Context: an optimization exercise on an open-source flow, tuned for small area, a short achievable clock period and few clock cycles per item. The choices shown serve that exercise and are no tape-out recipe. The RTL was checked by simulation tests, not by an equivalence proof against the original design.

==> v27: inputs <==
## geofence
module geofence ( clk,reset,X,Y,valid,is_inside);
    input clk;
    input reset;
    input [9:0] X;
    input [9:0] Y;
    output reg valid;
    output reg is_inside;
    reg [3:0] cnt;           
    reg [9:0] ox, oy;        
    reg wsx, wsy, rsx, rsy, lsx, lsy;
    reg [9:0] wmx, wmy, rmx, rmy, lmx, lmy;
    reg wzx, wzy, rzx, rzy, lzx, lzy;
    reg full;
    wire signed [10:0] dx = $signed({1'b0, X}) - $signed({1'b0, ox});
    wire signed [10:0] dy = $signed({1'b0, Y}) - $signed({1'b0, oy});
    wire [9:0] ax = dx[10] ? -dx[9:0] : dx[9:0];
    wire [9:0] ay = dy[10] ? -dy[9:0] : dy[9:0];
    wire r_s1 = rsx ^ wsy, r_s2 = rsy ^ wsx;
    wire l_s1 = lsx ^ wsy, l_s2 = lsy ^ wsx;
    wire r_z = (rzx | wzy) & (rzy | wzx);
    wire l_z = (lzx | wzy) & (lzy | wzx);
    wire dr_cin = !r_s1;
    wire dl_cin = !l_s1;
  ...
clock: 11.0 ns
lec_check: 0
cap_margin: 20
core_margin: 2
core_utilization: 40
setup_slack_margin: 5
slew_margin: 20
run.sh (not shown) runs the stock make flow with config.mk's settings and CLKGATE_MAP_FILE= SYNTH_SCRIPT=/design/flow/synth_recipe.tcl, a recipe that flattens the netlist after the stock synthesis.
==> inputs of v23, as changes to v27 <==
- CORE_UTILIZATION: 40 -> 60
==> comparison table <==
Outcome: v27 timing/DRC/antenna clean; v23 timing/DRC/antenna clean
Number of global-route vias before repair: v27 12000; v23 11900
Worst clock skew on the final layout: v27 0.00967 ns; v23 0.0123 ns
Worst setup path start: v27 rmy[4]; v23 rmx[1]
Die H: v27 203 um; v23 166 um
Setup Slack @ Placement: v27 3.84 ns; v23 3.70 ns
Met2 layer wire length in the routed design: v27 19700 um; v23 19500 um
Site Rows: v27 72; v23 59
Worst Path Required: v27 11.06 ns; v23 11.05 ns
Origin of the critical flop-to-flop path: v27 rmy[4]; v23 rmx[1]
Die ar.: v27 0.0410 mm2; v23 0.0276 mm2
Final design utilization: v27 0.462; v23 0.667
Depth of the most critical reg-to-reg path: v27 19; v23 23
Final std cell area, no fill: v27 0.0179 mm2; v23 0.0173 mm2
Count of buffers not belonging to the clock network in the layout: v27 106; v23 81
Routed length on met1: v27 15800 um; v23 15700 um
Detail Route met3 WL: v27 2290 um; v23 2740 um
Sequential cell area share: v27 0.152; v23 0.158
Number of DRC markers in iteration 0: v27 685; v23 694
Testbench counts of v27, summed over its fixed seeds: cycles 20,369, items 2,400.
Testbench counts of v23, summed over its fixed seeds: cycles 20,369, items 2,400.

==> 09-08 <==
Another version of the RTL of geofence (not shown whole).
==> flow/config.mk <==
export PLATFORM = sky130hd
export DESIGN_NAME = geofence
export DESIGN_NICKNAME = geofence
export VERILOG_FILES = /design/flow/design.v
export SDC_FILE = /design/flow/constraint.sdc
export NUM_CORES = 4
export LEC_CHECK = 0
export CAP_MARGIN = 20
export CORE_MARGIN = 2
export CORE_UTILIZATION = 40
export SETUP_SLACK_MARGIN = 5
export SLEW_MARGIN = 20
export TNS_END_PERCENT = 0
==> flow/constraint.sdc <==
create_clock -name core_clock -period 11.0 [get_ports {clk}]
set_input_delay 2.2000 -clock core_clock [delete_from_list [all_inputs] [get_ports {clk}]]
set_output_delay 2.2000 -clock core_clock [all_outputs]
set_load 0.01 [all_outputs]
==> 05-09: changes against 09-08 <==
==> flow/flow/run.sh (new file) <==
#!/bin/bash
set -euo pipefail
grep -q 'SETUP_SLACK_MARGIN=5 ' standard.sh
sed 's/SETUP_SLACK_MARGIN=5 /SETUP_SLACK_MARGIN=5.6 /' standard.sh > flow_standard.sh
bash flow_standard.sh > layout.log 2>&1
==> flow/standard.sh (new file) <==
#!/bin/bash
# synth_recipe.tcl (not shown) runs the flow's synth.tcl, then flattens the netlist and writes it again
# the make line also repeats each setting of config.mk as NAME=value (left out here)
make -C /OpenROAD-flow-scripts/flow DESIGN_CONFIG=/design/flow/config.mk WORK_HOME=/design/flow/orfs CLKGATE_MAP_FILE= SYNTH_SCRIPT=/design/flow/synth_recipe.tcl "${@:-finish}"
--- a/flow/config.mk
+++ b/flow/config.mk
@@ -5,6 +5,7 @@
 export SDC_FILE = /design/flow/constraint.sdc
 export NUM_CORES = 4
 export LEC_CHECK = 0
+export ABC_AREA = 1
 export CAP_MARGIN = 20
 export CORE_MARGIN = 2
 export CORE_UTILIZATION = 40
removed: flow/run.sh
==> comparison table <==
Run status: 05-09 complete, no violations; 09-08 complete, no violations
Post-layout worst setup margin: 05-09 5.24 ns; 09-08 4.93 ns
Clock buffer cells: 05-09 15; 09-08 12
Proportion of synthesized area in mux cells: 05-09 0; 09-08 0.00261
Core area: 05-09 40,900 um2; 09-08 38,800 um2
First-pass detailed-route iteration total: 05-09 7; 09-08 5
Critical Path Start: 05-09 lmx[3]$_DFFE_PP_; 09-08 rmy[6]$_DFFE_PP_
Minimum setup slack after placement: 05-09 4.69 ns; 09-08 3.97 ns
Initial antenna violation count: 05-09 1; 09-08 0
Grt met3 use: 05-09 0.0365; 09-08 0.0393
Synthesized Nets: 05-09 2,413; 09-08 1,943
Bufs and invs on worst path: 05-09 4; 09-08 3
Synth Area in XOR/XNOR: 05-09 0.0147; 09-08 0.0321
Testbench counts of 09-08, summed over its fixed seeds: cycles 20,369, items 2,400.
Testbench counts of 05-09, summed over its fixed seeds: cycles 20,369, items 2,400.

==> inputs of build 33 <==
geofence again, from the RTL that the note above started with.
make LEC_CHECK=0 CAP_MARGIN=20 CORE_MARGIN=2 CORE_UTILIZATION=40 SETUP_SLACK_MARGIN=5 SLEW_MARGIN=20 finish   # period 11.0 ns
Stock flow here: none of the scripts above is used.
==> build 2: changes against build 33 <==
--- a/flow/design.v
+++ b/flow/design.v
@@ -1,12 +1,12 @@
 module geofence ( clk,reset,X,Y,valid,is_inside);
     input clk;
     input reset;
     input [9:0] X;
     input [9:0] Y;
-    output valid;
-    output is_inside;
+    output reg valid;
+    output reg is_inside;
     reg [3:0] cnt;           
     reg [9:0] ox, oy;        
     reg wsx, wsy, rsx, rsy, lsx, lsy;
     reg [9:0] wmx, wmy, rmx, rmy, lmx, lmy;
     reg wzx, wzy, rzx, rzy, lzx, lzy;
@@ -400,23 +400,24 @@
     wire cl_pos = !cl_neg && !cl_zero;
     wire w_zero = wzx && wzy;
     wire w_opp = ((wsx != rsx) && !wzx) || ((wsy != rsy) && !wzy);
     wire first = (cnt == 4'd2);
     wire step = (cnt >= 4'd3) && (cnt <= 4'd7);
-    wire set_l = !cl_neg;
-    wire set_r = cr_neg;
-    reg f_wz, f_step, f_cln, f_crn, f_clz, f_crz, f_opp;
-    wire to_full = f_wz
-                 || (f_step && !f_cln && (f_crn || f_crz) && !(f_clz && f_crz && !f_opp));
-    wire full_now = (cnt == 4'd3) ? to_full : (full || to_full);
-    assign valid = (cnt == 4'd8) || ((cnt == 4'd6 || cnt == 4'd7) && full_now);
-    assign is_inside = full_now;
+    wire set_l = !cl_neg && !cr_neg;
+    wire set_r = cr_neg && cl_neg;
+    wire to_full = w_zero
+                 || (cl_pos && !cr_pos)
+                 || (cr_neg && !cl_neg)
+                 || (cr_zero && cl_zero && w_opp);
     always @(posedge clk or posedge reset) begin
-        if (reset)
+        if (reset) begin
             cnt <= 4'd0;
-        else
+            valid <= 1'b0;
+        end else begin
             cnt <= valid ? 4'd0 : cnt + 4'd1;
+            valid <= !valid && ((cnt == 4'd7) || ((cnt == 4'd5 || cnt == 4'd6) && (full || to_full)));
+        end
     end
     always @(posedge clk) begin
         if (cnt == 4'd0) begin
             ox <= X;
             oy <= Y;
@@ -429,12 +430,12 @@
         end
         if (first || (step && set_l)) begin
             lsx <= wsx; lmx <= wmx; lzx <= wzx;
             lsy <= wsy; lmy <= wmy; lzy <= wzy;
         end
-        f_wz <= w_zero; f_step <= step;
-        f_cln <= cl_neg; f_crn <= cr_neg;
-        f_clz <= cl_zero; f_crz <= cr_zero;
-        f_opp <= w_opp;
-        full <= full_now;
+        if (first)
+            full <= w_zero;
+        else if (step)
+            full <= full || to_full;
+        is_inside <= full || to_full;
     end
 endmodule
- ABC_AREA: unset -> 1
==> impl_metrics.json <==
{
  "clk_pin_slew_worst_paths_ns": 0.06,
  "stdcell_area_sq_mm": 0.0180,
  "worst_pin_slew_ns": 0.872,
  "insertion_delay_ns": 0.34,
  "synthArstFlopShare_pct": 3.85,
  "place_area_sq_mm": 0.0166,
  "status": "finished clean",
  "stdcell_count": 2080,
  "grt_util_met3_pct": 2.63,
  "syn_nets": 1943
}
[end of results for build 33]
==> impl_metrics.json <==
{
  "synthArstFlopShare_pct": 5.05,
  "place_area_sq_mm": 0.0172,
  "setup_slack_ns": 5.09,
  "syn_inst": 1880,
  "first_pass_iters": 6,
  "worst_pin_slew_ns": 1.07,
  "syn_nets": 2348,
  "grt_util_met3_pct": 2.57,
  "seqCellArea_sq_mm": 0.00274,
  "status": "finished clean",
  "insertion_delay_ns": 0.35,
  "critPathKind": "flip-flop to flip-flop",
  "clk_pin_slew_worst_paths_ns": 0.07,
  "stdcell_area_sq_mm": 0.0190,
  "stdcell_count": 2510,
  "cts.repair.resized": 43
}
[end of results for build 2]
Testbench counts of build 33, summed over its fixed seeds: cycles 20,369, items 2,400.
Testbench counts of build 2, summed over its fixed seeds: cycles 20,369, items 2,400.

==> separate check: timing with driven ports <==
In the flow no input, the clock included, has a driving cell. The finished layouts below were timed again as built, in two steps.
Step 1 (the two cells are an assumption about what drives the block):
set clk [get_ports {clk}]
set_driving_cell -lib_cell sky130_fd_sc_hd__clkbuf_16 $clk
set_driving_cell -lib_cell sky130_fd_sc_hd__buf_2 [delete_from_list [all_inputs] $clk]
Step 2 moves the port delays by t, midway between the first and last clock arrival at a register: inputs arrive t later, outputs are due t later. That takes back most of the time a late clock gives input paths.
a / b / c = ideal ports / drivers / drivers and shift; a / b = the first two.
run | t (ns) | setup WS [ns] | worst setup path after step 2 | worst slew at a driven data input, ns | pins driven straight from the clock port
v27 | 0.374 | 4.602 / 4.602 / 4.602 | register to register | 0.04 | 1
v23 | 0.380 | 4.527 / 4.527 / 4.527 | register to register | 0.03 | 1
09-08 | 0.384 | 4.928 / 4.928 / 4.928 | register to register | 0.04 | 1
05-09 | 0.386 | 5.241 / 5.241 / 5.241 | register to register | 0.03 | 1
build 33 | 0.381 | 4.931 / 4.931 / 4.931 | register to register | 0.04 | 1
build 2 | 0.393 | 5.085 / 5.085 / 5.085 | register to register | 0.04 | 1
After both steps setup and hold are still met in every run listed.
